From an optimization exercise on the open Yosys and OpenROAD flow, aimed at small area and a short achievable clock period; shortcuts taken in it are not production practice.
Function was checked by simulation only, so behaviour that the tests miss may differ from the original.
Power and IR drop assume default switching activity.

[design/flow/run.sh]
#!/bin/bash
# synth_recipe.tcl (not shown) runs the flow's synth.tcl, then flattens the netlist and writes it again
# the make line also repeats each setting of config.mk as NAME=value (left out here)
make -C /OpenROAD-flow-scripts/flow DESIGN_CONFIG=/design/flow/config.mk WORK_HOME=/design/flow/orfs CLKGATE_MAP_FILE= SYNTH_SCRIPT=/design/flow/synth_recipe.tcl finish
[design/flow/config.mk]
export PLATFORM = sky130hd
export DESIGN_NAME = SIMD
export DESIGN_NICKNAME = SIMD
export VERILOG_FILES = /design/flow/design.v
export SDC_FILE = /design/flow/constraint.sdc
export NUM_CORES = 4
export LEC_CHECK = 0
export CAP_MARGIN = 20
export CORE_MARGIN = 2
export CORE_UTILIZATION = 40
export SETUP_SLACK_MARGIN = 5
export SLEW_MARGIN = 20
[design/flow/constraint.sdc]
create_clock -name core_clock -period 10.0 [get_ports {clk}]
set_input_delay 2.0000 -clock core_clock [delete_from_list [all_inputs] [get_ports {clk}]]
set_output_delay 2.0000 -clock core_clock [all_outputs]
set_load 0.01 [all_outputs]
[design/flow/design.v]
module simd_addsub(
input  [15:0] a,
input  [15:0] b,
input  [1:0]  w,
input         sub,
output [15:0] s
);
wire [15:0] y = sub ? ~b : b;
wire p1 = (w != 2'd0);
wire p2 = (w == 2'd2);
wire [20:0] fx = {a[15:12], p1 | sub, a[11:8], p2 | sub, a[7:4], p1 | sub, a[3:0], sub};
wire [20:0] fy = {y[15:12], ~p1 & sub, y[11:8], ~p2 & sub, y[7:4], ~p1 & sub, y[3:0], sub};
wire [20:0] fs = fx + fy;
assign s = {fs[19:16], fs[14:11], fs[9:6], fs[4:1]};
endmodule
module simd_booth_enc(
  input  [15:0] b,
  input         m4, m8, m16,
  output [7:0]  one, two, neg
);
  wire nm4 = ~m4, nm8 = ~m8, nm16 = ~m16;
  assign one[0] = b[0];
  assign two[0] = b[1] & ~b[0];
  assign neg[0] = b[1];
  wire bm1 = b[1];
  assign one[1] = b[2] ^ bm1;
  assign two[1] = (b[3] & ~b[2] & ~bm1) | (~b[3] & b[2] & bm1);
  assign neg[1] = b[3];
  wire bm2 = (b[3] & nm4);
  assign one[2] = b[4] ^ bm2;
  assign two[2] = (b[5] & ~b[4] & ~bm2) | (~b[5] & b[4] & bm2);
  assign neg[2] = b[5];
  wire bm3 = b[5];
  assign one[3] = b[6] ^ bm3;
  assign two[3] = (b[7] & ~b[6] & ~bm3) | (~b[7] & b[6] & bm3);
  assign neg[3] = b[7];
  wire bm4 = (b[7] & m16);
  assign one[4] = b[8] ^ bm4;
  assign two[4] = (b[9] & ~b[8] & ~bm4) | (~b[9] & b[8] & bm4);
  assign neg[4] = b[9];
  wire bm5 = b[9];
  assign one[5] = b[10] ^ bm5;
  assign two[5] = (b[11] & ~b[10] & ~bm5) | (~b[11] & b[10] & bm5);
  assign neg[5] = b[11];
  wire bm6 = (b[11] & nm4);
  assign one[6] = b[12] ^ bm6;
  assign two[6] = (b[13] & ~b[12] & ~bm6) | (~b[13] & b[12] & bm6);
  assign neg[6] = b[13];
  wire bm7 = b[13];
  assign one[7] = b[14] ^ bm7;
  assign two[7] = (b[15] & ~b[14] & ~bm7) | (~b[15] & b[14] & bm7);
  assign neg[7] = b[15];
endmodule
module simd_mul(
  input  [15:0] a,
  input  [7:0]  one, two, neg,
  input  [31:0] x,
  input         en,
  input         m4, m8, m16,
  output [15:0] pl,
  output [15:0] hx, hy,
  output        hc
);
  wire nm4 = ~m4, nm8 = ~m8, nm16 = ~m16;
  wire t0 = (one[0] & a[0]) ^ neg[0];
  wire t1 = ((one[0] & a[1]) | (two[0] & a[0])) ^ neg[0];
  wire t2 = ((one[0] & a[2]) | (two[0] & a[1])) ^ neg[0];
  wire t3 = ((one[0] & a[3]) | (two[0] & a[2])) ^ neg[0];
  wire t4 = (m4 & (en & ~(((one[0] | two[0]) & a[3]) ^ neg[0]))) | (nm4 & (((one[0] & a[4]) | (two[0] & a[3])) ^ neg[0]));
  wire t5 = one[0] & nm4;
  wire t6 = two[0] & nm4;
  wire t7 = neg[0] & nm4;
  wire t8 = ((t5 & a[5]) | (t6 & a[4])) ^ t7;
  wire t9 = ((t5 & a[6]) | (t6 & a[5])) ^ t7;
  wire t10 = ((t5 & a[7]) | (t6 & a[6])) ^ t7;
  wire t11 = (m8 & (en & ~(((one[0] | two[0]) & a[7]) ^ neg[0]))) | (m16 & (((one[0] & a[8]) | (two[0] & a[7])) ^ neg[0]));
  wire t12 = one[0] & m16;
  wire t13 = two[0] & m16;
  wire t14 = neg[0] & m16;
  wire t15 = ((t12 & a[9]) | (t13 & a[8])) ^ t14;
  wire t16 = ((t12 & a[10]) | (t13 & a[9])) ^ t14;
  wire t17 = ((t12 & a[11]) | (t13 & a[10])) ^ t14;
  wire t18 = ((t12 & a[12]) | (t13 & a[11])) ^ t14;
  wire t19 = ((t12 & a[13]) | (t13 & a[12])) ^ t14;
  wire t20 = ((t12 & a[14]) | (t13 & a[13])) ^ t14;
  wire t21 = ((t12 & a[15]) | (t13 & a[14])) ^ t14;
  wire t22 = m16 & en & ~(((t12 | t13) & a[15]) ^ t14);
  wire t23 = (one[1] & a[0]) ^ neg[1];
  wire t24 = ((one[1] & a[1]) | (two[1] & a[0])) ^ neg[1];
  wire t25 = ((one[1] & a[2]) | (two[1] & a[1])) ^ neg[1];
  wire t26 = ((one[1] & a[3]) | (two[1] & a[2])) ^ neg[1];
  wire t27 = (m4 & (en & ~(((one[1] | two[1]) & a[3]) ^ neg[1]))) | (nm4 & (((one[1] & a[4]) | (two[1] & a[3])) ^ neg[1]));
  wire t28 = one[1] & nm4;
  wire t29 = two[1] & nm4;
  wire t30 = neg[1] & nm4;
  wire t31 = ((t28 & a[5]) | (t29 & a[4])) ^ t30;
  wire t32 = ((t28 & a[6]) | (t29 & a[5])) ^ t30;
  wire t33 = ((t28 & a[7]) | (t29 & a[6])) ^ t30;
  wire t34 = (m8 & (en & ~(((one[1] | two[1]) & a[7]) ^ neg[1]))) | (m16 & (((one[1] & a[8]) | (two[1] & a[7])) ^ neg[1]));
  wire t35 = one[1] & m16;
  wire t36 = two[1] & m16;
  wire t37 = neg[1] & m16;
  wire t38 = ((t35 & a[9]) | (t36 & a[8])) ^ t37;
  wire t39 = ((t35 & a[10]) | (t36 & a[9])) ^ t37;
  wire t40 = ((t35 & a[11]) | (t36 & a[10])) ^ t37;
  wire t41 = ((t35 & a[12]) | (t36 & a[11])) ^ t37;
  wire t42 = ((t35 & a[13]) | (t36 & a[12])) ^ t37;
  wire t43 = ((t35 & a[14]) | (t36 & a[13])) ^ t37;
  wire t44 = ((t35 & a[15]) | (t36 & a[14])) ^ t37;
  wire t45 = m16 & en & ~(((t35 | t36) & a[15]) ^ t37);
  wire t46 = one[2] & nm4;
  wire t47 = two[2] & nm4;
  wire t48 = neg[2] & nm4;
  wire t49 = (t46 & a[0]) ^ t48;
  wire t50 = ((t46 & a[1]) | (t47 & a[0])) ^ t48;
  wire t51 = ((t46 & a[2]) | (t47 & a[1])) ^ t48;
  wire t52 = ((t46 & a[3]) | (t47 & a[2])) ^ t48;
  wire t53 = (m4 & ((one[2] & a[4]) ^ neg[2])) | (nm4 & (((one[2] & a[4]) | (two[2] & a[3])) ^ neg[2]));
  wire t54 = ((one[2] & a[5]) | (two[2] & a[4])) ^ neg[2];
  wire t55 = ((one[2] & a[6]) | (two[2] & a[5])) ^ neg[2];
  wire t56 = ((one[2] & a[7]) | (two[2] & a[6])) ^ neg[2];
  wire t57 = (nm16 & (en & ~(((one[2] | two[2]) & a[7]) ^ neg[2]))) | (m16 & (((one[2] & a[8]) | (two[2] & a[7])) ^ neg[2]));
  wire t58 = one[2] & m16;
  wire t59 = two[2] & m16;
  wire t60 = neg[2] & m16;
  wire t61 = ((t58 & a[9]) | (t59 & a[8])) ^ t60;
  wire t62 = ((t58 & a[10]) | (t59 & a[9])) ^ t60;
  wire t63 = ((t58 & a[11]) | (t59 & a[10])) ^ t60;
  wire t64 = ((t58 & a[12]) | (t59 & a[11])) ^ t60;
  wire t65 = ((t58 & a[13]) | (t59 & a[12])) ^ t60;
  wire t66 = ((t58 & a[14]) | (t59 & a[13])) ^ t60;
  wire t67 = ((t58 & a[15]) | (t59 & a[14])) ^ t60;
  wire t68 = m16 & en & ~(((t58 | t59) & a[15]) ^ t60);
  wire t69 = one[3] & nm4;
  wire t70 = two[3] & nm4;
  wire t71 = neg[3] & nm4;
  wire t72 = (t69 & a[0]) ^ t71;
  wire t73 = ((t69 & a[1]) | (t70 & a[0])) ^ t71;
  wire t74 = ((t69 & a[2]) | (t70 & a[1])) ^ t71;
  wire t75 = ((t69 & a[3]) | (t70 & a[2])) ^ t71;
  wire t76 = (m4 & ((one[3] & a[4]) ^ neg[3])) | (nm4 & (((one[3] & a[4]) | (two[3] & a[3])) ^ neg[3]));
  wire t77 = ((one[3] & a[5]) | (two[3] & a[4])) ^ neg[3];
  wire t78 = ((one[3] & a[6]) | (two[3] & a[5])) ^ neg[3];
  wire t79 = ((one[3] & a[7]) | (two[3] & a[6])) ^ neg[3];
  wire t80 = (nm16 & (en & ~(((one[3] | two[3]) & a[7]) ^ neg[3]))) | (m16 & (((one[3] & a[8]) | (two[3] & a[7])) ^ neg[3]));
  wire t81 = one[3] & m16;
  wire t82 = two[3] & m16;
  wire t83 = neg[3] & m16;
  wire t84 = ((t81 & a[9]) | (t82 & a[8])) ^ t83;
  wire t85 = ((t81 & a[10]) | (t82 & a[9])) ^ t83;
  wire t86 = ((t81 & a[11]) | (t82 & a[10])) ^ t83;
  wire t87 = ((t81 & a[12]) | (t82 & a[11])) ^ t83;
  wire t88 = ((t81 & a[13]) | (t82 & a[12])) ^ t83;
  wire t89 = ((t81 & a[14]) | (t82 & a[13])) ^ t83;
  wire t90 = ((t81 & a[15]) | (t82 & a[14])) ^ t83;
  wire t91 = m16 & en & ~(((t81 | t82) & a[15]) ^ t83);
  wire t92 = one[4] & m16;
  wire t93 = two[4] & m16;
  wire t94 = neg[4] & m16;
  wire t95 = (t92 & a[0]) ^ t94;
  wire t96 = ((t92 & a[1]) | (t93 & a[0])) ^ t94;
  wire t97 = ((t92 & a[2]) | (t93 & a[1])) ^ t94;
  wire t98 = ((t92 & a[3]) | (t93 & a[2])) ^ t94;
  wire t99 = ((t92 & a[4]) | (t93 & a[3])) ^ t94;
  wire t100 = ((t92 & a[5]) | (t93 & a[4])) ^ t94;
  wire t101 = ((t92 & a[6]) | (t93 & a[5])) ^ t94;
  wire t102 = ((t92 & a[7]) | (t93 & a[6])) ^ t94;
  wire t103 = (nm16 & ((one[4] & a[8]) ^ neg[4])) | (m16 & (((one[4] & a[8]) | (two[4] & a[7])) ^ neg[4]));
  wire t104 = ((one[4] & a[9]) | (two[4] & a[8])) ^ neg[4];
  wire t105 = ((one[4] & a[10]) | (two[4] & a[9])) ^ neg[4];
  wire t106 = ((one[4] & a[11]) | (two[4] & a[10])) ^ neg[4];
  wire t107 = (m4 & (en & ~(((one[4] | two[4]) & a[11]) ^ neg[4]))) | (nm4 & (((one[4] & a[12]) | (two[4] & a[11])) ^ neg[4]));
  wire t108 = one[4] & nm4;
  wire t109 = two[4] & nm4;
  wire t110 = neg[4] & nm4;
  wire t111 = ((t108 & a[13]) | (t109 & a[12])) ^ t110;
  wire t112 = ((t108 & a[14]) | (t109 & a[13])) ^ t110;
  wire t113 = ((t108 & a[15]) | (t109 & a[14])) ^ t110;
  wire t114 = nm4 & en & ~(((t108 | t109) & a[15]) ^ t110);
  wire t115 = one[5] & m16;
  wire t116 = two[5] & m16;
  wire t117 = neg[5] & m16;
  wire t118 = (t115 & a[0]) ^ t117;
  wire t119 = ((t115 & a[1]) | (t116 & a[0])) ^ t117;
  wire t120 = ((t115 & a[2]) | (t116 & a[1])) ^ t117;
  wire t121 = ((t115 & a[3]) | (t116 & a[2])) ^ t117;
  wire t122 = ((t115 & a[4]) | (t116 & a[3])) ^ t117;
  wire t123 = ((t115 & a[5]) | (t116 & a[4])) ^ t117;
  wire t124 = ((t115 & a[6]) | (t116 & a[5])) ^ t117;
  wire t125 = ((t115 & a[7]) | (t116 & a[6])) ^ t117;
  wire t126 = (nm16 & ((one[5] & a[8]) ^ neg[5])) | (m16 & (((one[5] & a[8]) | (two[5] & a[7])) ^ neg[5]));
  wire t127 = ((one[5] & a[9]) | (two[5] & a[8])) ^ neg[5];
  wire t128 = ((one[5] & a[10]) | (two[5] & a[9])) ^ neg[5];
  wire t129 = ((one[5] & a[11]) | (two[5] & a[10])) ^ neg[5];
  wire t130 = (m4 & (en & ~(((one[5] | two[5]) & a[11]) ^ neg[5]))) | (nm4 & (((one[5] & a[12]) | (two[5] & a[11])) ^ neg[5]));
  wire t131 = one[5] & nm4;
  wire t132 = two[5] & nm4;
  wire t133 = neg[5] & nm4;
  wire t134 = ((t131 & a[13]) | (t132 & a[12])) ^ t133;
  wire t135 = ((t131 & a[14]) | (t132 & a[13])) ^ t133;
  wire t136 = ((t131 & a[15]) | (t132 & a[14])) ^ t133;
  wire t137 = nm4 & en & ~(((t131 | t132) & a[15]) ^ t133);
  wire t138 = one[6] & m16;
  wire t139 = two[6] & m16;
  wire t140 = neg[6] & m16;
  wire t141 = (t138 & a[0]) ^ t140;
  wire t142 = ((t138 & a[1]) | (t139 & a[0])) ^ t140;
  wire t143 = ((t138 & a[2]) | (t139 & a[1])) ^ t140;
  wire t144 = ((t138 & a[3]) | (t139 & a[2])) ^ t140;
  wire t145 = ((t138 & a[4]) | (t139 & a[3])) ^ t140;
  wire t146 = ((t138 & a[5]) | (t139 & a[4])) ^ t140;
  wire t147 = ((t138 & a[6]) | (t139 & a[5])) ^ t140;
  wire t148 = ((t138 & a[7]) | (t139 & a[6])) ^ t140;
  wire t149 = (m8 & ((one[6] & a[8]) ^ neg[6])) | (m16 & (((one[6] & a[8]) | (two[6] & a[7])) ^ neg[6]));
  wire t150 = one[6] & nm4;
  wire t151 = two[6] & nm4;
  wire t152 = neg[6] & nm4;
  wire t153 = ((t150 & a[9]) | (t151 & a[8])) ^ t152;
  wire t154 = ((t150 & a[10]) | (t151 & a[9])) ^ t152;
  wire t155 = ((t150 & a[11]) | (t151 & a[10])) ^ t152;
  wire t156 = (m4 & ((one[6] & a[12]) ^ neg[6])) | (nm4 & (((one[6] & a[12]) | (two[6] & a[11])) ^ neg[6]));
  wire t157 = ((one[6] & a[13]) | (two[6] & a[12])) ^ neg[6];
  wire t158 = ((one[6] & a[14]) | (two[6] & a[13])) ^ neg[6];
  wire t159 = ((one[6] & a[15]) | (two[6] & a[14])) ^ neg[6];
  wire t160 = en & ~(((one[6] | two[6]) & a[15]) ^ neg[6]);
  wire t161 = one[7] & m16;
  wire t162 = two[7] & m16;
  wire t163 = neg[7] & m16;
  wire t164 = (t161 & a[0]) ^ t163;
  wire t165 = ((t161 & a[1]) | (t162 & a[0])) ^ t163;
  wire t166 = ((t161 & a[2]) | (t162 & a[1])) ^ t163;
  wire t167 = ((t161 & a[3]) | (t162 & a[2])) ^ t163;
  wire t168 = ((t161 & a[4]) | (t162 & a[3])) ^ t163;
  wire t169 = ((t161 & a[5]) | (t162 & a[4])) ^ t163;
  wire t170 = ((t161 & a[6]) | (t162 & a[5])) ^ t163;
  wire t171 = ((t161 & a[7]) | (t162 & a[6])) ^ t163;
  wire t172 = (m8 & ((one[7] & a[8]) ^ neg[7])) | (m16 & (((one[7] & a[8]) | (two[7] & a[7])) ^ neg[7]));
  wire t173 = one[7] & nm4;
  wire t174 = two[7] & nm4;
  wire t175 = neg[7] & nm4;
  wire t176 = ((t173 & a[9]) | (t174 & a[8])) ^ t175;
  wire t177 = ((t173 & a[10]) | (t174 & a[9])) ^ t175;
  wire t178 = ((t173 & a[11]) | (t174 & a[10])) ^ t175;
  wire t179 = (m4 & ((one[7] & a[12]) ^ neg[7])) | (nm4 & (((one[7] & a[12]) | (two[7] & a[11])) ^ neg[7]));
  wire t180 = ((one[7] & a[13]) | (two[7] & a[12])) ^ neg[7];
  wire t181 = ((one[7] & a[14]) | (two[7] & a[13])) ^ neg[7];
  wire t182 = ((one[7] & a[15]) | (two[7] & a[14])) ^ neg[7];
  wire t183 = en & ~(((one[7] | two[7]) & a[15]) ^ neg[7]);
  wire t184 = x[2] ^ t2;
  wire t185 = x[2] & t2;
  wire fs186, fc186;
  assign {fc186, fs186} = {1'b0, x[3]} + {1'b0, t3} + {1'b0, t24};
  wire fs187, fc187;
  assign {fc187, fs187} = {1'b0, x[4]} + {1'b0, t25} + {1'b0, t49};
  wire t188 = t4 ^ fc186;
  wire t189 = t4 & fc186;
  wire fs190, fc190;
  assign {fc190, fs190} = {1'b0, x[5]} + {1'b0, t8} + {1'b0, t26};
  wire fs191, fc191;
  assign {fc191, fs191} = {1'b0, t50} + {1'b0, fc187} + {1'b0, fs190};
  wire fs192, fc192;
  assign {fc192, fs192} = {1'b0, x[6]} + {1'b0, t9} + {1'b0, t51};
  wire fs193, fc193;
  assign {fc193, fs193} = {1'b0, t72} + {1'b0, t27} + {1'b0, fc190};
  wire t194 = fs192 ^ fc191;
  wire t195 = fs192 & fc191;
  wire fs196, fc196;
  assign {fc196, fs196} = {1'b0, x[7]} + {1'b0, t10} + {1'b0, t31};
  wire t197 = fc196 & nm4;
  wire fs198, fc198;
  assign {fc198, fs198} = {1'b0, t52} + {1'b0, t73} + {1'b0, fc192};
  wire t199 = fc198 & nm4;
  wire fs200, fc200;
  assign {fc200, fs200} = {1'b0, fs196} + {1'b0, fc193} + {1'b0, fs198};
  wire t201 = fc200 & nm4;
  wire fs202, fc202;
  assign {fc202, fs202} = {1'b0, x[8]} + {1'b0, t32} + {1'b0, t74};
  wire fs203, fc203;
  assign {fc203, fs203} = {1'b0, t95} + {1'b0, t11} + {1'b0, t53};
  wire fs204, fc204;
  assign {fc204, fs204} = {1'b0, fs202} + {1'b0, t197} + {1'b0, fs203};
  wire t205 = t199 ^ fs204;
  wire t206 = t199 & fs204;
  wire fs207, fc207;
  assign {fc207, fs207} = {1'b0, x[9]} + {1'b0, t15} + {1'b0, t33};
  wire fs208, fc208;
  assign {fc208, fs208} = {1'b0, t54} + {1'b0, t75} + {1'b0, t96};
  wire fs209, fc209;
  assign {fc209, fs209} = {1'b0, fc202} + {1'b0, fc203} + {1'b0, fs207};
  wire fs210, fc210;
  assign {fc210, fs210} = {1'b0, fs208} + {1'b0, fc204} + {1'b0, fs209};
  wire fs211, fc211;
  assign {fc211, fs211} = {1'b0, x[10]} + {1'b0, t16} + {1'b0, t55};
  wire fs212, fc212;
  assign {fc212, fs212} = {1'b0, t97} + {1'b0, t118} + {1'b0, t34};
  wire fs213, fc213;
  assign {fc213, fs213} = {1'b0, t76} + {1'b0, fc207} + {1'b0, fc208};
  wire fs214, fc214;
  assign {fc214, fs214} = {1'b0, fs211} + {1'b0, fs212} + {1'b0, fc209};
  wire t215 = fs213 ^ fc210;
  wire t216 = fs213 & fc210;
  wire fs217, fc217;
  assign {fc217, fs217} = {1'b0, x[11]} + {1'b0, t17} + {1'b0, t38};
  wire fs218, fc218;
  assign {fc218, fs218} = {1'b0, t56} + {1'b0, t77} + {1'b0, t98};
  wire fs219, fc219;
  assign {fc219, fs219} = {1'b0, t119} + {1'b0, fc211} + {1'b0, fc212};
  wire fs220, fc220;
  assign {fc220, fs220} = {1'b0, fs217} + {1'b0, fs218} + {1'b0, fc213};
  wire fs221, fc221;
  assign {fc221, fs221} = {1'b0, fs219} + {1'b0, fc214} + {1'b0, fs220};
  wire fs222, fc222;
  assign {fc222, fs222} = {1'b0, x[12]} + {1'b0, t18} + {1'b0, t39};
  wire fs223, fc223;
  assign {fc223, fs223} = {1'b0, t78} + {1'b0, t99} + {1'b0, t120};
  wire fs224, fc224;
  assign {fc224, fs224} = {1'b0, t141} + {1'b0, t57} + {1'b0, fc217};
  wire fs225, fc225;
  assign {fc225, fs225} = {1'b0, fc218} + {1'b0, fs222} + {1'b0, fs223};
  wire fs226, fc226;
  assign {fc226, fs226} = {1'b0, fc219} + {1'b0, fs224} + {1'b0, fs225};
  wire t227 = fc220 ^ fs226;
  wire t228 = fc220 & fs226;
  wire fs229, fc229;
  assign {fc229, fs229} = {1'b0, x[13]} + {1'b0, t19} + {1'b0, t40};
  wire fs230, fc230;
  assign {fc230, fs230} = {1'b0, t61} + {1'b0, t79} + {1'b0, t100};
  wire fs231, fc231;
  assign {fc231, fs231} = {1'b0, t121} + {1'b0, t142} + {1'b0, fc222};
  wire fs232, fc232;
  assign {fc232, fs232} = {1'b0, fc223} + {1'b0, fs229} + {1'b0, fs230};
  wire fs233, fc233;
  assign {fc233, fs233} = {1'b0, fc224} + {1'b0, fc225} + {1'b0, fs231};
  wire fs234, fc234;
  assign {fc234, fs234} = {1'b0, fs232} + {1'b0, fc226} + {1'b0, fs233};
  wire fs235, fc235;
  assign {fc235, fs235} = {1'b0, x[14]} + {1'b0, t20} + {1'b0, t41};
  wire fs236, fc236;
  assign {fc236, fs236} = {1'b0, t62} + {1'b0, t101} + {1'b0, t122};
  wire fs237, fc237;
  assign {fc237, fs237} = {1'b0, t143} + {1'b0, t164} + {1'b0, t80};
  wire fs238, fc238;
  assign {fc238, fs238} = {1'b0, fc229} + {1'b0, fc230} + {1'b0, fs235};
  wire fs239, fc239;
  assign {fc239, fs239} = {1'b0, fs236} + {1'b0, fs237} + {1'b0, fc231};
  wire fs240, fc240;
  assign {fc240, fs240} = {1'b0, fc232} + {1'b0, fs238} + {1'b0, fc233};
  wire t241 = fs239 ^ fc234;
  wire t242 = fs239 & fc234;
  wire fs243, fc243;
  assign {fc243, fs243} = {1'b0, x[15]} + {1'b0, t21} + {1'b0, t42};
  wire t244 = fc243 & m16;
  wire fs245, fc245;
  assign {fc245, fs245} = {1'b0, t63} + {1'b0, t84} + {1'b0, t102};
  wire t246 = fc245 & m16;
  wire fs247, fc247;
  assign {fc247, fs247} = {1'b0, t123} + {1'b0, t144} + {1'b0, t165};
  wire t248 = fc247 & m16;
  wire fs249, fc249;
  assign {fc249, fs249} = {1'b0, fc235} + {1'b0, fc236} + {1'b0, fc237};
  wire t250 = fc249 & m16;
  wire fs251, fc251;
  assign {fc251, fs251} = {1'b0, fs243} + {1'b0, fs245} + {1'b0, fs247};
  wire t252 = fc251 & m16;
  wire fs253, fc253;
  assign {fc253, fs253} = {1'b0, fc238} + {1'b0, fs249} + {1'b0, fs251};
  wire t254 = fc253 & m16;
  wire fs255, fc255;
  assign {fc255, fs255} = {1'b0, fc239} + {1'b0, fs253} + {1'b0, fc240};
  wire t256 = fc255 & m16;
  wire fs257, fc257;
  assign {fc257, fs257} = {1'b0, x[16]} + {1'b0, t22} + {1'b0, t43};
  wire fs258, fc258;
  assign {fc258, fs258} = {1'b0, t64} + {1'b0, t85} + {1'b0, t124};
  wire fs259, fc259;
  assign {fc259, fs259} = {1'b0, t145} + {1'b0, t166} + {1'b0, t103};
  wire fs260, fc260;
  assign {fc260, fs260} = {1'b0, fs257} + {1'b0, fs258} + {1'b0, t244};
  wire fs261, fc261;
  assign {fc261, fs261} = {1'b0, t246} + {1'b0, t248} + {1'b0, fs259};
  wire fs262, fc262;
  assign {fc262, fs262} = {1'b0, t250} + {1'b0, t252} + {1'b0, fs260};
  wire fs263, fc263;
  assign {fc263, fs263} = {1'b0, fs261} + {1'b0, t254} + {1'b0, fs262};
  wire fs264, fc264;
  assign {fc264, fs264} = {1'b0, x[17]} + {1'b0, t44} + {1'b0, t65};
  wire fs265, fc265;
  assign {fc265, fs265} = {1'b0, t86} + {1'b0, t104} + {1'b0, t125};
  wire fs266, fc266;
  assign {fc266, fs266} = {1'b0, t146} + {1'b0, t167} + {1'b0, fc257};
  wire fs267, fc267;
  assign {fc267, fs267} = {1'b0, fc258} + {1'b0, fc259} + {1'b0, fs264};
  wire fs268, fc268;
  assign {fc268, fs268} = {1'b0, fs265} + {1'b0, fs266} + {1'b0, fc260};
  wire fs269, fc269;
  assign {fc269, fs269} = {1'b0, fc261} + {1'b0, fs267} + {1'b0, fc262};
  wire t270 = fs268 ^ fc263;
  wire t271 = fs268 & fc263;
  wire fs272, fc272;
  assign {fc272, fs272} = {1'b0, x[18]} + {1'b0, t45} + {1'b0, t66};
  wire fs273, fc273;
  assign {fc273, fs273} = {1'b0, t87} + {1'b0, t105} + {1'b0, t147};
  wire fs274, fc274;
  assign {fc274, fs274} = {1'b0, t168} + {1'b0, t126} + {1'b0, fc264};
  wire fs275, fc275;
  assign {fc275, fs275} = {1'b0, fc265} + {1'b0, fs272} + {1'b0, fs273};
  wire fs276, fc276;
  assign {fc276, fs276} = {1'b0, fc266} + {1'b0, fc267} + {1'b0, fs274};
  wire fs277, fc277;
  assign {fc277, fs277} = {1'b0, fs275} + {1'b0, fc268} + {1'b0, fs276};
  wire t278 = fc269 ^ fs277;
  wire t279 = fc269 & fs277;
  wire fs280, fc280;
  assign {fc280, fs280} = {1'b0, x[19]} + {1'b0, t67} + {1'b0, t88};
  wire fs281, fc281;
  assign {fc281, fs281} = {1'b0, t106} + {1'b0, t127} + {1'b0, t148};
  wire fs282, fc282;
  assign {fc282, fs282} = {1'b0, t169} + {1'b0, fc272} + {1'b0, fc273};
  wire fs283, fc283;
  assign {fc283, fs283} = {1'b0, fs280} + {1'b0, fs281} + {1'b0, fc274};
  wire fs284, fc284;
  assign {fc284, fs284} = {1'b0, fc275} + {1'b0, fs282} + {1'b0, fc276};
  wire fs285, fc285;
  assign {fc285, fs285} = {1'b0, fs283} + {1'b0, fc277} + {1'b0, fs284};
  wire fs286, fc286;
  assign {fc286, fs286} = {1'b0, x[20]} + {1'b0, t68} + {1'b0, t89};
  wire fs287, fc287;
  assign {fc287, fs287} = {1'b0, t128} + {1'b0, t170} + {1'b0, t107};
  wire fs288, fc288;
  assign {fc288, fs288} = {1'b0, t149} + {1'b0, fc280} + {1'b0, fc281};
  wire fs289, fc289;
  assign {fc289, fs289} = {1'b0, fs286} + {1'b0, fs287} + {1'b0, fc282};
  wire fs290, fc290;
  assign {fc290, fs290} = {1'b0, fs288} + {1'b0, fc283} + {1'b0, fs289};
  wire t291 = fc284 ^ fs290;
  wire t292 = fc284 & fs290;
  wire fs293, fc293;
  assign {fc293, fs293} = {1'b0, x[21]} + {1'b0, t90} + {1'b0, t111};
  wire fs294, fc294;
  assign {fc294, fs294} = {1'b0, t129} + {1'b0, t153} + {1'b0, t171};
  wire fs295, fc295;
  assign {fc295, fs295} = {1'b0, fc286} + {1'b0, fc287} + {1'b0, fs293};
  wire fs296, fc296;
  assign {fc296, fs296} = {1'b0, fs294} + {1'b0, fc288} + {1'b0, fs295};
  wire fs297, fc297;
  assign {fc297, fs297} = {1'b0, fc289} + {1'b0, fs296} + {1'b0, fc290};
  wire fs298, fc298;
  assign {fc298, fs298} = {1'b0, x[22]} + {1'b0, t91} + {1'b0, t112};
  wire fs299, fc299;
  assign {fc299, fs299} = {1'b0, t154} + {1'b0, t130} + {1'b0, t172};
  wire fs300, fc300;
  assign {fc300, fs300} = {1'b0, fc293} + {1'b0, fc294} + {1'b0, fs298};
  wire fs301, fc301;
  assign {fc301, fs301} = {1'b0, fs299} + {1'b0, fc295} + {1'b0, fs300};
  wire t302 = fc296 ^ fs301;
  wire t303 = fc296 & fs301;
  wire fs304, fc304;
  assign {fc304, fs304} = {1'b0, x[23]} + {1'b0, t113} + {1'b0, t134};
  wire t305 = fc304 & nm4;
  wire fs306, fc306;
  assign {fc306, fs306} = {1'b0, t155} + {1'b0, t176} + {1'b0, fc298};
  wire t307 = fc306 & nm4;
  wire fs308, fc308;
  assign {fc308, fs308} = {1'b0, fc299} + {1'b0, fs304} + {1'b0, fc300};
  wire t309 = fc308 & nm4;
  wire fs310, fc310;
  assign {fc310, fs310} = {1'b0, fs306} + {1'b0, fc301} + {1'b0, fs308};
  wire t311 = fc310 & nm4;
  wire fs312, fc312;
  assign {fc312, fs312} = {1'b0, x[24]} + {1'b0, t114} + {1'b0, t135};
  wire fs313, fc313;
  assign {fc313, fs313} = {1'b0, t177} + {1'b0, t156} + {1'b0, fs312};
  wire fs314, fc314;
  assign {fc314, fs314} = {1'b0, t305} + {1'b0, t307} + {1'b0, fs313};
  wire t315 = t309 ^ fs314;
  wire t316 = t309 & fs314;
  wire fs317, fc317;
  assign {fc317, fs317} = {1'b0, x[25]} + {1'b0, t136} + {1'b0, t157};
  wire fs318, fc318;
  assign {fc318, fs318} = {1'b0, t178} + {1'b0, fc312} + {1'b0, fs317};
  wire fs319, fc319;
  assign {fc319, fs319} = {1'b0, fc313} + {1'b0, fs318} + {1'b0, fc314};
  wire fs320, fc320;
  assign {fc320, fs320} = {1'b0, x[26]} + {1'b0, t137} + {1'b0, t158};
  wire fs321, fc321;
  assign {fc321, fs321} = {1'b0, t179} + {1'b0, fc317} + {1'b0, fs320};
  wire t322 = fc318 ^ fs321;
  wire t323 = fc318 & fs321;
  wire fs324, fc324;
  assign {fc324, fs324} = {1'b0, x[27]} + {1'b0, t159} + {1'b0, t180};
  wire fs325, fc325;
  assign {fc325, fs325} = {1'b0, fc320} + {1'b0, fs324} + {1'b0, fc321};
  wire fs326, fc326;
  assign {fc326, fs326} = {1'b0, x[28]} + {1'b0, t160} + {1'b0, t181};
  wire t327 = fc324 ^ fs326;
  wire t328 = fc324 & fs326;
  wire fs329, fc329;
  assign {fc329, fs329} = {1'b0, x[29]} + {1'b0, t182} + {1'b0, fc326};
  wire t330 = x[30] ^ t183;
  wire t331 = x[30] & t183;
  wire [17:0] fx = {1'b0, t242, fs240, t228, fc221, t216, fs214, t206, t201, nm4, t195, fs193, t189, fs187, t185, t23, t1, t0};
  wire [17:0] fy = {1'b0, fs255, t241, fs234, t227, fs221, t215, fs210, t205, 1'b0, fs200, t194, fs191, t188, fs186, t184, x[1], x[0]};
  wire [17:0] fs = fx + fy;
  assign pl = {fs[16:9], fs[7:0]};
  assign hc = fs[17] & m16;
  assign hx = {x[31], fc329, t328, fc325, t323, fc319, t316, t311, t303, fc297, t292, fc285, t279, t271, fs269, t256};
  assign hy = {t331, t330, fs329, t327, fs325, t322, fs319, t315, fs310, t302, fs297, t291, fs285, t278, t270, fs263};
endmodule
module simd_shift(
input  [15:0] d,
input  [1:0]  w,
input         right,
input         arith,
output [15:0] q
);
wire s4 = (w == 2'd0);
wire s16 = (w == 2'd2);
wire [15:0] tops = {1'b1, 3'b0, s4, 3'b0, ~s16, 3'b0, s4, 3'b0};
wire [15:0] bots = {3'b0, s4, 3'b0, ~s16, 3'b0, s4, 3'b0, 1'b1};
wire [15:0] rsh = ({1'b0, d[15:1]} & ~tops) | (d & tops & {16{arith}});
wire [15:0] lsh = {d[14:0], 1'b0} & ~bots;
assign q = right ? rsh : lsh;
endmodule
module SIMD(
input [11:0] instruction,
input clk,
input rst,
output [31:0] outputvalue
);
reg  [11:0] cmd;             
reg  rst_d;                  
reg  [255:0] rf;             
reg  [15:0] ra;              
reg  [7:0]  e_one, e_two, e_neg;    
reg  [31:0] e_x;             
reg  e_mul, e_m4, e_m8, e_m16;
reg  [3:0] e_dst;
reg  [15:0] res_l, out_l, out_h;
reg  [15:0] w_hx, w_hy;      
reg  w_hc, w_k24;            
wire [3:0] op = cmd[11:8];
wire [1:0] w  = cmd[7:6];
wire [1:0] fc = cmd[5:4];
wire [1:0] fb = cmd[3:2];
wire [1:0] fa = cmd[1:0];
wire is_logic = (op[3:2] == 2'b10);
wire nop = rst | rst_d;
wire mul = ~nop & (op[3:1] == 3'd1);
reg  [15:0] sel_a;
reg  [3:0]  sel_w, sel_b, sel_c;
wire [11:0] ins = instruction;
wire [3:0] ins_a = (ins[11:10] == 2'b10) ? {ins[3:2], ins[1:0]} : {ins[7:6], ins[1:0]};
always @(posedge clk) begin
  sel_a <= 16'd1 << ins_a;
  sel_w <= 4'd1 << ins[7:6];
  sel_b <= 4'd1 << ins[3:2];
  sel_c <= 4'd1 << ins[5:4];
end
reg [15:0] rd_a, rd_b, rd_c;
reg [15:0] bank [0:3];
integer r, k;
always @* begin
  rd_a = 16'd0;
  for (r = 0; r < 16; r = r + 1)
    rd_a = rd_a | ({16{sel_a[r]}} & rf[16*r +: 16]);
  for (k = 0; k < 4; k = k + 1) begin
    bank[k] = 16'd0;
    for (r = 0; r < 4; r = r + 1)
      bank[k] = bank[k] | ({16{sel_w[r]}} & rf[16*(4*r+k) +: 16]);
  end
  rd_b = 16'd0;
  rd_c = 16'd0;
  for (k = 0; k < 4; k = k + 1) begin
    rd_b = rd_b | ({16{sel_b[k]}} & bank[k]);
    rd_c = rd_c | ({16{sel_c[k]}} & bank[k]);
  end
end
wire [15:0] as_out;
simd_addsub as(.a(rd_a), .b(rd_b), .w(w), .sub(op == 4'd1), .s(as_out));
wire [15:0] sh_out;
simd_shift sh(.d(rd_a), .w(w), .right(fb[0]), .arith(op == 4'd6), .q(sh_out));
wire [15:0] pre = ({16{~nop & (op[3:1] == 3'd0)}} & as_out)
                | ({16{~nop & ((op == 4'd4) | (op == 4'd6))}} & sh_out)
                | ({16{~nop & (op == 4'd8)}}  & (rd_a & rd_c))
                | ({16{~nop & (op == 4'd9)}}  & (rd_a | rd_c))
                | ({16{~nop & (op == 4'd10)}} & (rd_a ^ rd_c))
                | ({16{~nop & (op == 4'd11)}} & ~rd_a);
wire m4 = (w == 2'd0), m8 = (w == 2'd1), m16 = w[1];
wire [7:0] one, two, neg;
simd_booth_enc be(.b(rd_b), .m4(m4), .m8(m8), .m16(m16), .one(one), .two(two), .neg(neg));
wire [3:0] par4 = {^rd_b[15:12], ^rd_b[11:8], ^rd_b[7:4], ^rd_b[3:0]};
wire [1:0] par8 = {par4[3] ^ par4[2], par4[1] ^ par4[0]};
wire par16 = par8[1] ^ par8[0];
wire [3:0] q;
assign q[0] = ~(rd_a[3] & par4[0]);
assign q[1] = m4 ? ~(rd_a[7] & par4[1]) : ~(rd_a[7] & par8[0]);
assign q[2] = ~(rd_a[11] & par4[2]);
assign q[3] = m4 ? ~(rd_a[15] & par4[3]) : m8 ? ~(rd_a[15] & par8[1]) : ~(rd_a[15] & par16);
wire [15:0] c = (op == 4'd3) ? rd_c : 16'd0;
wire [31:0] x4 = {q[3], 1'b0, 1'b1, ~c[15], c[15:12], q[2], 1'b0, 1'b1, ~c[11], c[11:8],
                  q[1], 1'b0, 1'b1, ~c[7],  c[7:4],   q[0], 1'b0, 1'b1, ~c[3],  c[3:0]};
wire [31:0] x8 = {q[3], 1'b0, 1'b1, 1'b0, 1'b1, 1'b0, 1'b1, ~c[15], c[15:8],
                  q[1], 1'b0, 1'b1, 1'b0, 1'b1, 1'b0, 1'b1, ~c[7],  c[7:0]};
wire [31:0] x16 = {q[3], 1'b0, 1'b1, 1'b0, 1'b1, 1'b0, 1'b1, 1'b0, 1'b1, 1'b0, 1'b1,
                   1'b0, 1'b1, 1'b0, 1'b1, ~c[15], c[15:0]};
wire [31:0] xm = m4 ? x4 : m8 ? x8 : x16;
wire [7:0] ng = neg & {8{mul}};
wire [31:0] n4 = {5'b0, ng[7], 1'b0, ng[6], 5'b0, ng[5], 1'b0, ng[4],
                  5'b0, ng[3], 1'b0, ng[2], 5'b0, ng[1], 1'b0, ng[0]};
wire [31:0] n8 = {9'b0, ng[7], 1'b0, ng[6], 1'b0, ng[5], 1'b0, ng[4],
                  9'b0, ng[3], 1'b0, ng[2], 1'b0, ng[1], 1'b0, ng[0]};
wire [31:0] n16 = {17'b0, ng[7], 1'b0, ng[6], 1'b0, ng[5], 1'b0, ng[4], 1'b0,
                   ng[3], 1'b0, ng[2], 1'b0, ng[1], 1'b0, ng[0]};
wire [31:0] nv = m4 ? n4 : m8 ? n8 : n16;
wire [34:0] xs = {xm[31:24], ~m4, xm[23:16], m16, xm[15:8], ~m4, xm[7:0]}
               + {nv[31:24], 1'b0, nv[23:16], 1'b0, nv[15:8], 1'b0, nv[7:0]};
wire [31:0] x = ~mul ? {16'd0, pre} : {xs[34:27], xs[25:18], xs[16:9], xs[7:0]};
always @(posedge clk) begin
  ra <= rd_a;
  e_one <= one & {8{mul}};
  e_two <= two & {8{mul}};
  e_neg <= ng;
  e_x <= x;
  e_mul <= mul;
  e_m4 <= m4;
  e_m8 <= m8;
  e_m16 <= m16;
  e_dst <= nop ? 4'd0 : {w, fc};
  rst_d <= rst;
  cmd <= instruction;
end
wire [15:0] res, hx, hy;
wire hc;
simd_mul mu(.a(ra), .one(e_one), .two(e_two), .neg(e_neg), .x(e_x), .en(e_mul),
            .m4(e_m4), .m8(e_m8), .m16(e_m16), .pl(res), .hx(hx), .hy(hy), .hc(hc));
wire [17:0] hs = {w_hx[15:8], w_k24, w_hx[7:0], w_hc} + {w_hy[15:8], 1'b0, w_hy[7:0], w_hc};
wire [15:0] wd0 = res & ~{16{rst}};
wire [15:0] wd1 = res | {16{rst}};
integer i;
always @(posedge clk) begin
  res_l <= res;
  w_hx <= hx;
  w_hy <= hy;
  w_hc <= hc;
  w_k24 <= ~e_m4;
  out_l <= res_l;
  out_h <= {hs[17:10], hs[8:1]};
  for (i = 0; i < 16; i = i + 1)
    if (rst | (e_dst == i))
      rf[16*i +: 16] <= (wd1 & rf_init(i)) | (wd0 & ~rf_init(i));
end
function [15:0] rf_init(input integer r);
  case (r)
    1:  rf_init = 16'b0001_1000_1000_0100;
    2:  rf_init = 16'b1110_0110_0110_1100;
    4:  rf_init = 16'b0010_0111_0100_1100;
    5:  rf_init = 16'b1101_1000_1000_0101;
    8:  rf_init = 16'b0001_0110_0100_1010;
    9:  rf_init = 16'b1111_1010_1010_0100;
    13: rf_init = 16'b0001_1000_1000_0100;
    default: rf_init = 16'b0;
  endcase
endfunction
assign outputvalue = {out_h, out_l};
endmodule
==> results.toml <==
[sta]
tns_ns = 0
clock.fmax_ghz = 0.203
finalHoldViolations = 0
setup_viol = 0
slew_headroom_pct = 16.4
tightest_slew_ns = 1.25
final_max_slew_viol_count = 0
period_share_pct = 49.2
fin_skew_ns = 0.0503
fin_crit_ns = 4.92
rsz0062_at_grt = "yes"
timing.hold.ws_ns = 0.327

[synthesis]
yosys_register_bits = 456
synthesis.area_sq_um = 27500
synthesis.nets = 2947
synth_area_leaders = "edfxtp_1, dfxtp_1, a22oi_1"
synth_cells = 2704
async_flop_share_pct = 0
synth-main-ff-cell = "edfxtp_1"
synth_top_cell_by_area = "edfxtp_1"
synth.distinct_cells = 77
postSynthAreaPerCell_sq_um = 10.2
synth_enable_flop_cells = 256
yosysSeqAreaShare_pct = 42.5
synth_top_area_share_pct = 28.0
ys_warn_count = 2

[die]
core_sq_um = 68300
ioPinCount = 46
dieArea_sq_um = 70800
die_height_microns = 266
start_util_pct = 40.2
rows = 96
dieWidth_microns = 266

[layout]
final_cell_mix = "a22oi_1, edfxtp_1, nand2_1"
final_common_cell = "a22oi_1"
area_growth_pct = 14.6
num-fill-cells = 6262
regArea_sq_um = 11800
fin_nets = 2969
antenna-diode-count = 0
multi_input_area_sq_um = 14600
final_cell_count_no_fill = 3651
final_layout_size_suffix_gt1_share_pct = 12.2

[placement]
dp_hpwl_microns = 64800
placedCellCount = 3500
io_buffers = 45
place_congestion = 0.933

[worst_setup_path]
crit_type = "primary input to flop"
r2r-start = "e_one[1]"
cp-end-kind = "flop"
worst-r2r-setup-slack_ns = 5.17
crit_start = "rst"
worstPathMaxFanout = 14
required_ns = 10.54
crit_arrival_ns = 5.46
cp-start-kind = "primary input"
reg2reg_depth = 14

[clock_network]
clock_sinks = 456
hold_buffers = 0
cts_made_buffers = 51
cts_tree = "yes"
path_clk_slew_ns = 0.06
root_buffer = "clkbuf_16"
clockBufferDepth = 3
htree_levels = 2
clk_latency_ns = 0.65

[hold_path]
hold_depth = 0
hold_class = "flop to flop"
hold_start = "res_l[7]"

[status]
status = "no timing/DRC/antenna violations"

[routing]
via_per_inst = 6.21
wl_per_cell_microns = 26.6
wirelength_microns = 97000
drc = 0
dr.first_iter.drc_count = 2959
vias = 22700
final_antenna_net_count = 0
firstDrtPassIters = 9

[power]
powerDensity_nw_per_um2 = 169
power.total_mw = 5.33
leakagePower_nw = 12.2
peakVddDrop_v = 0.000147

[global_route]
grt_pass1_wl_microns = 142000
track_usage_pct = 26.8
overflow = 0
grt_max_degree = 83
antenna_found_initial = 1
grt_pass1_vias = 21900

[run]
drv_cap = 0
==> metrics by stage <==
step                instance area (sq um)  worst slack [ns]  utilization, %
finish                              31500              5.08            46.1
global route                        31500              4.91            46.1
floorplan                           27500              4.99               -
CTS                                 31000              4.93            45.4
global placement                    28800              3.32            42.1
detailed placement                  28800              3.15            42.1
==> repair_timing <==
item,in CTS,in global routing
setup buffers,15,35
cloned,4,1
endpoints found under the setup margin,127,104
resized for setup,79,40
pin swaps,10,12
==> path summary, 6_finish.rpt <==
kind,end
worst max-delay path,e_x[22]
worst min-delay path,out_l[7]
worst max register to register,rf[47]
worst min register to register,out_l[7]
==> cells in the mapped netlist, types with 7 or more instances <==
library cell	number
a22oi_1	339
edfxtp_1	256
nand2_1	242
dfxtp_1	200
inv_1	173
nor2_1	159
xnor2_1	158
clkbuf_1	155
ha_1	123
fa_1	106
a21oi_1	104
xor2_1	69
o21ai_0	67
a22o_1	47
a221oi_1	41
nor2b_1	39
nand3_1	34
a21o_1	33
and2_1	31
buf_1	30
nor3_1	27
mux2i_1	22
or2_2	18
nand4_1	17
nand2b_1	16
a211oi_1	15
a31oi_1	14
o221ai_1	13
a31o_2	11
o22ai_1	10
or3_1	10
and3_1	9
buf_2	9
a21boi_0	8
nor4_1	7
==> power breakdown <==
| group | internal (mW) | total (mW) | switching, mW |
|---|---|---|---|
| Clock | 1.14 | 1.98 | 0.833 |
| Combinational | 0.350 | 1.02 | 0.667 |
| Sequential | 2.18 | 2.34 | 0.154 |
==> state kept, by name, summed over array words and instances (netlist names), 8 cells and up <==
signal and cells:
e_two 8, w_hx 16, e_one 8, e_neg 8, res_l 16, sel_a 16, out_l 16, rf 256
ra 16, w_hy 16, e_x 32, out_h 16, cmd 9
==> cell type report <==
class | count | area share (%)
Multi-Input combinational cell | 1869 | 46.3
Sequential cell | 456 | 37.4
Timing Repair Buffer | 169 | 4.91
Clock buffer | 61 | 4.43
Tap cell | 882 | 3.50
Inverter | 178 | 2.14
Clock inverter | 35 | 1.31
Timing Repair inverter | 1 | 0.0159
==> critical path, stage by stage <==
cell        delay [ns]
buf_4             0.16
buf_12            0.16
nor3_4            0.05
nand2_4           0.10
buf_12            0.16
clkinvlp_4        0.19
nand2_2           0.12
nor2_1            0.06
ha_1              0.34
nand2_1           0.08
a41oi_2           0.26
o2111ai_4         0.20
o311ai_4          0.41
a31oi_4           0.17
o32a_1            0.40
o21bai_2          0.17
nor2b_2           0.18
mux2i_1           0.21
==> layer usage <==
layer,up-vias,wire (microns),share of wire (%),track usage [%]
met5,-,0,0,0
met4,0,4370,4.5,10.7
met2,1512,42700,44,41.1
li1,9814,-,-,-
met3,293,11800,12,6.98
met1,11100,38300,39,36.1
==> cell families after synthesis <==
family | count (synthesis) | synth area share [%]
AOI/OAI and AO/OA | 765 | 20.2
xor gates and xnor gates | 227 | 7.24
adders and majority gates | 229 | 13.3
buffers and inverters | 379 | 5.38
DFF | 456 | 42.5
muxes | 24 | 0.897
other | 1 | 0.0136
and+or+nand+nor | 623 | 10.4

## port drivers added, routing unchanged
No port has a modelled driver above. Below, the same layout with a new extraction and two added sets of constraints.
Step 1 (the two cells are an assumption about what drives the block):
set clk [get_ports {clk}]
set_driving_cell -lib_cell sky130_fd_sc_hd__clkbuf_16 $clk
set_driving_cell -lib_cell sky130_fd_sc_hd__buf_2 [delete_from_list [all_inputs] $clk]
Step 2 times the ports against the registers' clock, not the clock port: input delays grow and output delays shrink by t, the midpoint of the rising clock arrivals with the driver on.
Three values: no drivers, after step 1, after step 2; two values: the first two.
shift t [ns]: 0.686
setup slack, ns: 5.080 / 5.117 / 4.430
clock arrival spread, ns: 0.050 / 0.051
pins driven straight from the clock port: 1
After both steps this run still meets setup and hold. The setup slack of this run moves by +0.037 ns with the drivers and by -0.650 ns with both steps.
